Source: an optimization exercise on an open RTL-to-GDS flow (aim: small area). Production flows keep margins and buffers that such runs may drop. Only simulation tests tie the RTL to the original design; equivalence was not proved.

**design.v**
```verilog
`timescale 1ns/1ps
module cordic_rmod(clk,rst,phase_in,sin_out,cos_out,eps);
parameter DATA_WIDTH = 32;
parameter PIPELINE = 32;
parameter PI_d2 = 32'h40000000;
parameter PI = 32'h80000000;
parameter PI_m3_d2 = 32'hc0000000;
parameter INI_VAL = 32'h4DBA76D2;		 
input clk;
input rst;
input [DATA_WIDTH-1:0] phase_in;
output reg [17:0] sin_out;
output reg [17:0] cos_out;
output reg [17:0] eps;
reg  [DATA_WIDTH-1:0] phase_in_reg;
reg  [DATA_WIDTH-1:0] x[PIPELINE:0];
reg  [DATA_WIDTH-1:0] y[PIPELINE:0];
reg  [DATA_WIDTH-1:0] z[PIPELINE:0];
reg [1:0] quadrant_t[PIPELINE:0];
reg [1:0] quadrant;
wire [DATA_WIDTH-1:0] theta[PIPELINE-1:0];
assign theta[0] = 32'h20000000;
assign theta[1] = 32'h12E4051E;
assign theta[2] = 32'h09FB385B;
assign theta[3] = 32'h051111D4;
assign theta[4] = 32'h028B0D43;
assign theta[5] = 32'h0145D7E1;
assign theta[6] = 32'h00A2F61E;
assign theta[7] = 32'h00517C55;
assign theta[8] = 32'h0028BE53;
assign theta[9] = 32'h00145F2F;
assign theta[10] = 32'h000A2F98;
assign theta[11] = 32'h000517CC;
assign theta[12] = 32'h00028BE6;
assign theta[13] = 32'h000145F3;
assign theta[14] = 32'h0000A2FA;
assign theta[15] = 32'h0000517D;
assign theta[16] = 32'h000028BE;
assign theta[17] = 32'h0000145F;
assign theta[18] = 32'h00000A30;
assign theta[19] = 32'h00000518;
assign theta[20] = 32'h0000028C;
assign theta[21] = 32'h00000146;
assign theta[22] = 32'h000000A3;
assign theta[23] = 32'h00000051;
assign theta[24] = 32'h00000029;
assign theta[25] = 32'h00000014;
assign theta[26] = 32'h0000000A;
assign theta[27] = 32'h00000005;
assign theta[28] = 32'h00000003;
assign theta[29] = 32'h00000001;
assign theta[30] = 32'h00000001;
assign theta[31] = 32'h00000000;
always @(posedge clk or negedge rst)
	if(!rst)
		phase_in_reg <= 32'h00000000;
	else
		case(phase_in[DATA_WIDTH-1:DATA_WIDTH-2])
			2'b00: phase_in_reg <= phase_in;
			2'b01: phase_in_reg <= phase_in - PI_d2;  	 
			2'b10: phase_in_reg <= phase_in - PI;  		 
			2'b11: phase_in_reg <= phase_in - PI_m3_d2;	 
			default: phase_in_reg <= phase_in;
		endcase
always @(posedge clk or negedge rst)
	if(!rst)
		x[0] <= 32'h00000000;
	else
		x[0] <= INI_VAL;
always @(posedge clk or negedge rst)
	if(!rst)
		y[0] <= 32'h00000000;
	else
		y[0] <= 32'h00000000; 
always @(posedge clk or negedge rst)
	if(!rst)
		z[0] <= 32'h00000000;
	else
		z[0] <= phase_in_reg; 
always @(posedge clk or negedge rst)
	if(!rst)
		quadrant_t[0] <= 2'd0;
	else
		quadrant_t[0] <= phase_in[DATA_WIDTH-1:DATA_WIDTH-2];
genvar i;
generate
	begin
		for (i=0; i<PIPELINE; i=i+1)
			begin: loop
				always @(posedge clk or negedge rst)
					if(!rst)
						x[i+1] <= 32'h00000000;
					else
						if(z[i][DATA_WIDTH-1]==1'b0)
							x[i+1] <= x[i] - {{i{y[i][DATA_WIDTH-1]}}, y[i][DATA_WIDTH-1:i]};
					else
						x[i+1] <= x[i] + {{i{y[i][DATA_WIDTH-1]}}, y[i][DATA_WIDTH-1:i]};
				always @(posedge clk or negedge rst)
					if(!rst)
						y[i+1] <= 32'h00000000;
					else
						if(z[i][DATA_WIDTH-1]==1'b0)
							y[i+1] <= y[i] + {{i{x[i][DATA_WIDTH-1]}}, x[i][DATA_WIDTH-1:i]};
					else
						y[i+1] <= y[i] - {{i{x[i][DATA_WIDTH-1]}}, x[i][DATA_WIDTH-1:i]};
				always @(posedge clk or negedge rst)
					if(!rst)
						z[i+1] <= 32'h00000000;
					else
						if(z[i][DATA_WIDTH-1]==1'b0)
							z[i+1] <= z[i] - theta[i];
					else
						z[i+1] <= z[i] + theta[i];
				always @(posedge clk or negedge rst)
					if(!rst)
						quadrant_t[i+1] <= 2'b00;
					else
						quadrant_t[i+1] <= quadrant_t[i];
			end
	end
endgenerate
always @(posedge clk or negedge rst)
	if(!rst)
		quadrant <= 2'b00;
	else
		quadrant <= quadrant_t[PIPELINE];			
always @(posedge clk or negedge rst)
	if(!rst)
		sin_out <= 18'd0;
	else
		case(quadrant)
            2'b00: sin_out <= y[PIPELINE][31:14]; 
            2'b01: sin_out <= x[PIPELINE][31:14]; 
            2'b10: sin_out <= ~(y[PIPELINE][31:14]) + 1'b1; 
            2'b11: sin_out <= ~(x[PIPELINE][31:14]) + 1'b1; 
		endcase
always @(posedge clk or negedge rst)
	if(!rst)
		cos_out <= 18'd0;
	else
		case(quadrant)
            2'b00: cos_out <= x[PIPELINE][31:14];
            2'b01: cos_out <= ~(y[PIPELINE][31:14]) + 1'b1;
            2'b10: cos_out <= ~(x[PIPELINE][31:14]) + 1'b1;
            2'b11: cos_out <= y[PIPELINE][31:14];
		endcase
always @(posedge clk or negedge rst)
	if(!rst)
		eps <= 18'd0;
	else
		eps <= z[PIPELINE][31:14];
endmodule
```
**config.mk**
```make
export PLATFORM = sky130hd
export DESIGN_NAME = cordic_rmod
export DESIGN_NICKNAME = cordic_rmod
export VERILOG_FILES = /design/flow/design.v
export SDC_FILE = /design/flow/constraint.sdc
export NUM_CORES = 4
export LEC_CHECK = 0
export CAP_MARGIN = 20
export CORE_MARGIN = 2
export CORE_UTILIZATION = 40
export SLEW_MARGIN = 20
```
**constraint.sdc**
```tcl
create_clock -name core_clock -period 5.5 [get_ports {clk}]
set_input_delay 1.1000 -clock core_clock [delete_from_list [all_inputs] [get_ports {clk}]]
set_output_delay 1.1000 -clock core_clock [all_outputs]
set_load 0.01 [all_outputs]
```
**run.sh**
```bash
#!/bin/bash
# synth_recipe.tcl (not shown) runs the flow's synth.tcl, then flattens the netlist and writes it again
# the make line also repeats each setting of config.mk as NAME=value (left out here)
make -C /OpenROAD-flow-scripts/flow DESIGN_CONFIG=/design/flow/config.mk WORK_HOME=/design/flow/orfs CLKGATE_MAP_FILE= SYNTH_SCRIPT=/design/flow/synth_recipe.tcl finish
```
==> summary.md <==
| Metric | Value |
|---|---|
| Synth Cell Area | 0.235 sq mm |
| Worst Hold Margin | 0.310 ns |
| DP HPWL | 480 mm |
| WP data arrival | 6.04 ns |
| Total Routing Usage GR | 19.8% |
| Type of origin of the critical path | flop |
| Crit-path cells | inv_1 -> ha_1 -> nand2b_1 -> or4_1 -> nor2_1 -> nand2_1 -> nor2_1 -> nor2_1 -> xnor2_1 -> ha_1 -> nand3_1 -> a2111oi_0 -> o21ai_0 -> nand2_1 -> a211oi_1 -> o21ai_0 -> and4_1 -> nor3_1 |
| Final Hold Viols | 0 |
| Worst slew pin tran | 1.19 ns |
| Setup TNS | 0 ns |
| Mapped Cells | 25338 |
| Cts bufs inserted | 374 |
| Yosys top cell area share | 33.5% |
| GRT Residual Overflow | 0 |
| Most flops, register | z |
| Syn Area/Cell | 9.27 sq um |
| DR vias/cell | 5.47 |
| EDFF count, synth | 0 |
| Std cell rows | 281 |
| Worst-skew pair later-pin latency | 1.04 ns |
| First drt pass iteration count | 9 |
| CP required | 6.42 ns |
| Crit-path max cell delay | 0.97 ns |
| Vias in the first global route | 179837 |
| Die outline height | 770 microns |
| Core box area | 0.585 sq mm |
| I/O pin cnt | 88 |
| Area leader, netlist | dfrtp_1 |
| Clock Path Buffers | 4 |
| Warnings from Yosys | 5 |
| Die Wd | 770 microns |
| Setup Buffers After CTS | 0 |
| Clock skew | 0.0850 ns |
| Cell Count, Final, Fillers Out | 33842 |
| H-Tree Depth | 5 |
| Layout cells sized above 1 | 4.78% |
| Critical path peak fanout | 6 |
| Fin crit share | 93.0% |
| Fin nets | 28929 |
| CTS tree | done |
| Largest registers | z x1028, y x980, x x979 |
| Commonest cells in the netlist | dfrtp_1 (3141), ha_1 (3083), a21oi_1 (2729) |
| Hold/Removal Path Class | reg -> reg |
| Drc violations | 0 |
| RSZ-0062 raised after global routing | false |
| Max-slew violation count | 0 |
| Crit-path slowest cell | a2111oi_0 |
| Worst rel slew slack | 18.8% |
| Clock Sinks | 3141 |
| Pin count of the biggest net entering global routing | 170 |
| Count leader, synth | dfrtp_1 |
| Main flop type after synthesis | dfrtp_1 |
| Final WL | 603 mm |
| Netlist cell types | 124 |
| Minimum clock period | 5.12 ns |
| Placer Congestion | 0.907 |
| DRT iter0 DRCs | 11972 |
| Setup Crit Path Kind | reg -> reg |
| Port buffer count | 87 |
| Vias | 185077 |
| Top post-synthesis cells by area | dfrtp_1 (33%), ha_1 (16%), xnor2_1 (8.3%), a21oi_1 (5.8%), xor2_1 (4.0%) |
| Status | timing/DRC/antenna clean |
| Setup violators final | 0 |
| Crit path top cell by count | nor2_1 |
| Area Growth Syn to Fin | 10.7% |
| Sequential area share after synthesis | 33.5% |
| Die area | 0.594 sq mm |
| DRT antenna net count | 0 |
| Initial antenna violation count | 13 |
| Setup crit end kind | flop |
| Global-route wire length before repair | 970 mm |
| Drt wl/cell | 17.8 microns |
| DP Cell Count | 33128 |
| Maxcap violations | 0 |
| Post-synthesis register bit count | 3141 |
| Async set or reset register ratio after synthesis | 100% |
| Largest register FFs | 1028 |
| Clock Pin Slew Worst Setup and Hold Paths | 0.06 ns |
| Peak Freq | 195 MHz |
| Initial Util | 40.1% |
| Clk root buf | clkbuf_16 |
[metrics by stage]
stage / area, sq um / worst slack, ns / utilization [%]
2_1_floorplan: 235000 / 0.922 / -
3_3_place_gp: 247000 / 0.469 / 42.1
3_5_place_dp: 247000 / 0.514 / 42.1
4_1_cts: 260000 / 0.463 / 44.4
5_1_grt: 260000 / 0.0101 / 44.4
6_report: 260000 / 0.383 / 44.4
[final cells by class]
class	instances	area [sq um]
clock buffers	493	10500
fillers	55998	325000
clock inverters	199	3010
repair buffers	330	3040
flip-flops and latches	3141	78600
well taps	7782	9740
diodes	21	52.6
inverters	1195	4490
multi-input cells	20681	151000
[final timing paths]
check,start,endpoint,slack (ns),depth (start not counted)
min in group asynchronous,rst,y[28][8]$_DFF_PN0_,0.71,2
worst min-delay path,z[31][23]$_DFF_PN0_,z[32][23]$_DFF_PN0_,0.31,0
worst min register to register,z[31][23]$_DFF_PN0_,z[32][23]$_DFF_PN0_,0.31,0
worst max register to register,x[3][3]$_DFF_PN0_,y[4][31]$_DFF_PN0_,0.38,18
worst max-delay path,x[3][3]$_DFF_PN0_,y[4][31]$_DFF_PN0_,0.38,18
max in group asynchronous,rst,y[21][16]$_DFF_PN0_,3.21,3
[layer usage]
layer | vias to the layer above | track usage, % | wire length [microns]
li1 | 92165 | - | -
met5 | - | 0 | 0
met2 | 3473 | 34.6 | 289000
met3 | 827 | 1.76 | 22500
met4 | 0 | 5.88 | 19800
met1 | 88612 | 26.0 | 272000
[worst max-delay path: cells and delay by family (launching register included)]
family          cells  cell delay (ns)
buf+inv             1             0.08
flops               1             0.43
simple gates       10             1.85
fa+ha+maj           2             0.55
compound gates      4             1.90
xor+xnor            1             0.17
[what timing repair did]
item	4_1_cts	5_1_grt
hold buffers	1	0
gates resized for setup	0	2
endpoints found under the hold margin	4	0
setup endpoints to repair	0	2
[cells in the final DEF (no fill, tap or decap), drive strengths merged, types with 61 or more instances in the layout]
| cell type | Yosys | routed |
|---|---|---|
| buf | 58 | 243 |
| o211ai | 106 | 106 |
| o21ai | 1368 | 1368 |
| a21oi | 2735 | 2735 |
| clkbuf | 264 | 493 |
| nor2b | 344 | 344 |
| nand3 | 478 | 478 |
| a21boi | 129 | 129 |
| nand4 | 175 | 175 |
| xor2 | 1060 | 1060 |
| nand2 | 1298 | 1298 |
| dfrtp | 3141 | 3141 |
| a2111oi | 63 | 63 |
| o31ai | 138 | 138 |
| mux2i | 105 | 105 |
| a211oi | 190 | 190 |
| a21o | 1236 | 1236 |
| clkinv | 13 | 117 |
| clkdlybuf4s50 | 0 | 86 |
| a31oi | 299 | 299 |
| mux2 | 73 | 73 |
| and3 | 197 | 197 |
| or2 | 86 | 86 |
| nand2b | 394 | 394 |
| o41ai | 61 | 61 |
| xnor2 | 2231 | 2231 |
| nor3 | 565 | 565 |
| o21bai | 305 | 305 |
| nor4 | 140 | 140 |
| ha | 3083 | 3083 |
| a211o | 70 | 70 |
| o21a | 381 | 381 |
| inv | 1182 | 1199 |
| and2 | 150 | 150 |
| fa | 89 | 89 |
| or3 | 163 | 163 |
| nor2 | 2035 | 2035 |
[cell families after synthesis]
| family | Yosys count | share of synthesized area [%] |
|---|---|---|
| AOI/OAI and AO/OA | 7732 | 20.9 |
| adders and majority gates | 3173 | 17.2 |
| other | 2 | 0.00320 |
| muxes | 180 | 0.820 |
| and+or+nand+nor | 6300 | 12.9 |
| xor gates and xnor gates | 3293 | 12.3 |
| buffers and inverters | 1517 | 2.43 |
| DFF | 3141 | 33.5 |

-- separate check: timing with driven ports --
No port has a modelled driver above. Below, the same layout with a new extraction and two added sets of constraints. Step 1 (the two cells are an assumption about what drives the block):
set clk [get_ports {clk}]
set_driving_cell -lib_cell sky130_fd_sc_hd__clkbuf_16 $clk
set_driving_cell -lib_cell sky130_fd_sc_hd__buf_2 [delete_from_list [all_inputs] $clk]
Step 2 adds t to the input delays and takes it off the output delays; t is the mean of the earliest and latest rising clock arrival at the registers after step 1. Input paths then give back, and output paths get back, about the clock's delay inside the block. Slacks: ideal / step 1 / step 2; pairs: ideal / step 1.
t, ns: 1.114
setup slack, ns: 0.383 / 0.383 / 0.383
hold slack, ns: 0.310 / 0.310 / 0.310
worst setup path after step 2: register to register
latest minus earliest clock arrival (ns): 0.129 / 0.130
After both steps setup and hold are still met in this run. The setup slack of this run moves by 0.000 ns with the drivers and by 0.000 ns with both steps.
